Source: an optimization exercise on an open RTL-to-GDS flow (aim: small area). Production flows keep margins and buffers that such runs may drop.
Only simulation tests tie the RTL to the original design; equivalence was not proved.
No driver is modelled on the clock port, so clock power and skew are understated where the tree is cut down; a real chip needs a root buffer or a tree.
No activity file was given, so power comes from the tool's default toggle rates.

==> inputs of run M <==
## Soft_Processor
module Soft_Processor(
    output [7:0] LED,
    output [6:0] SEGMENT,
    output reg CTRL,
    input [7:0] SWITCH,
    input [2:0] BUTTON,
    input SYSCLK,
    input RST
);
export LEC_CHECK = 0
export CAP_MARGIN = 20
export CORE_MARGIN = 2
export CORE_UTILIZATION = 65
export GPL_TIMING_DRIVEN = 0
export SLEW_MARGIN = 20
create_clock -name core_clock -period 10.0 [get_ports {SYSCLK}]
standard.sh (not shown) runs the stock make flow with config.mk's settings and CLKGATE_MAP_FILE= SYNTH_SCRIPT=/design/flow/synth_recipe.tcl, a recipe that flattens the netlist after the stock synthesis.
==> flow/flow/run.sh <==
#!/bin/bash
# Own layout flow: the standard flow (standard.sh), except
#  - synthesis maps logic with an area-oriented ABC script (deepsyn, then &nf),
#    tried with several seeds in parallel, keeping the smallest result; it leaves
#    adders to ABC (no full/half-adder cell extraction). The rest of synthesis,
#    registers included, is the standard synthesis;
#  - port buffers use a small buffer cell;
#  - the clock is buffered by flow/manual_cts.tcl (a few clock buffers driven
#    straight from the clock port, each driving a compact group of flip-flops)
#    instead of TritonCTS.
# Settings are in flow/params.sh. Each tool's output goes to a log file here.
set -euo pipefail
W=$(pwd)
F=$W/flow
source "$F/params.sh"

# synthesis script: ORFS synth.tcl with only the abc script replaced
sed "s|^  log_cmd abc {\*}\$abc_args|  log_cmd abc {*}[lreplace \$abc_args 1 1 \$::env(AREA_ABC)]|" \
    "$FLOW_HOME/scripts/synth.tcl" > "$W/orfs_synth_area.tcl"
grep -q 'AREA_ABC' "$W/orfs_synth_area.tcl"
sed "s|source \$::env(SCRIPTS_DIR)/synth.tcl|set ::env(ADDER_MAP_FILE) {}; source $W/orfs_synth_area.tcl|" \
    "$W/synth_recipe.tcl" > "$W/area_synth.tcl"
grep -q orfs_synth_area "$W/area_synth.tcl"

best=""; best_area=""
for s in $SEEDS; do
  printf 'strash\n&get -n\n&deepsyn -T %s -S %s\n&st\n&dch\n&nf -R 1000\n&put\n' "$DEEPSYN_T" "$s" > "$W/area_$s.abc"
  sed -e "s|$W/synth_recipe.tcl|$W/area_synth.tcl|g" -e "s|WORK_HOME=$W/orfs |WORK_HOME=$W/syn_$s |" \
      "$W/standard.sh" > "$W/synth_$s.sh"
  grep -q "WORK_HOME=$W/syn_$s " "$W/synth_$s.sh"
  (AREA_ABC="$W/area_$s.abc" bash "$W/synth_$s.sh" synth > "$W/synth_$s.log" 2>&1 || true) &
done
wait
for s in $SEEDS; do
  st="$W/syn_$s/reports/sky130hd/Soft_Processor/base/synth_stat.txt"
  [[ -f "$W/syn_$s/results/sky130hd/Soft_Processor/base/1_synth.odb" && -f "$st" ]] || continue
  a=$(awk '/Chip area for module/ {print $NF}' "$st" | tail -1)
  echo "seed $s: synthesis area $a" | tee -a "$W/synth_choice.log"
  if [[ -z "$best" ]] || awk -v a="$a" -v b="$best_area" 'BEGIN {exit !(a < b)}'; then best=$s; best_area=$a; fi
done
[[ -n "$best" ]]
echo "kept seed $best ($best_area)" | tee -a "$W/synth_choice.log"
mv "$W/syn_$best" "$W/orfs"

export BUFFER_PORTS_ARGS="-buffer_cell $PORT_BUF"
export MCTS_LIB="$F/manual_cts_lib.tcl" MCTS_BUFS MCTS_CAPS
export PRE_CTS_TCL="$F/manual_cts.tcl"
bash "$W/standard.sh" finish > "$W/layout.log" 2>&1
Other scripts of this flow, unchanged in this note and not shown: flow/flow/manual_cts.tcl, flow/flow/manual_cts_lib.tcl, flow/flow/params.sh
==> inputs of run Z, as changes to run M <==
CORE_UTILIZATION = 80   (was 65)
==> results.txt <==
	run Z	run M
Outcome	complete, no violations	complete, no violations
Min setup slack post-route	2335 ps	2468 ps
Length of the first detailed-routing pass in iterations	7	5
Post-Place Cells	413	432
Post-DP Area	0.003882 sq mm	0.003910 sq mm
Global-route wire length before repair	14.65 mm	13.15 mm
Clock net power	141 uW	135 uW
Internal Power	495.2 uW	494.8 uW
Total wire length after detailed routing	10.27 mm	8.350 mm
Routed metal-1 wire length	3.405 mm	3.729 mm
Sequential share of power	0.567	0.575
Routed via count	3,158	2,793
Post-detailed-route via-to-cell ratio	7.573	6.406
In every run of this note, the design's own scripts or RTL, not TritonCTS, make the clock network.

## port drivers added, routing unchanged
The flow's constraints put no driver on any port. The routed layouts listed below were extracted and timed again, unchanged, in two steps. Step 1 (the two cells are an assumption about what drives the block):
set clk [get_ports {SYSCLK}]
set_driving_cell -lib_cell sky130_fd_sc_hd__clkbuf_16 $clk
set_driving_cell -lib_cell sky130_fd_sc_hd__buf_2 [delete_from_list [all_inputs] $clk]
Step 2 times the ports against the registers' clock, not the clock port: input delays grow and output delays shrink by t, the midpoint of the rising clock arrivals with the driver on. Slacks: ideal / step 1 / step 2; pairs: ideal / step 1.
| run | t, ns | setup WS [ns] | worst setup path at the end | cell pins on the clock port's net |
|---|---|---|---|---|
| run M | 0.225 | 2.468 / 2.443 / 2.443 | input to output | 4 |
| run Z | 0.230 | 2.335 / 2.309 / 2.309 | input to output | 4 |
After both steps setup and hold are still met in every run listed. The setup slack of run Z, which loses most, moves by -0.026 ns with the drivers and by -0.026 ns with both steps.
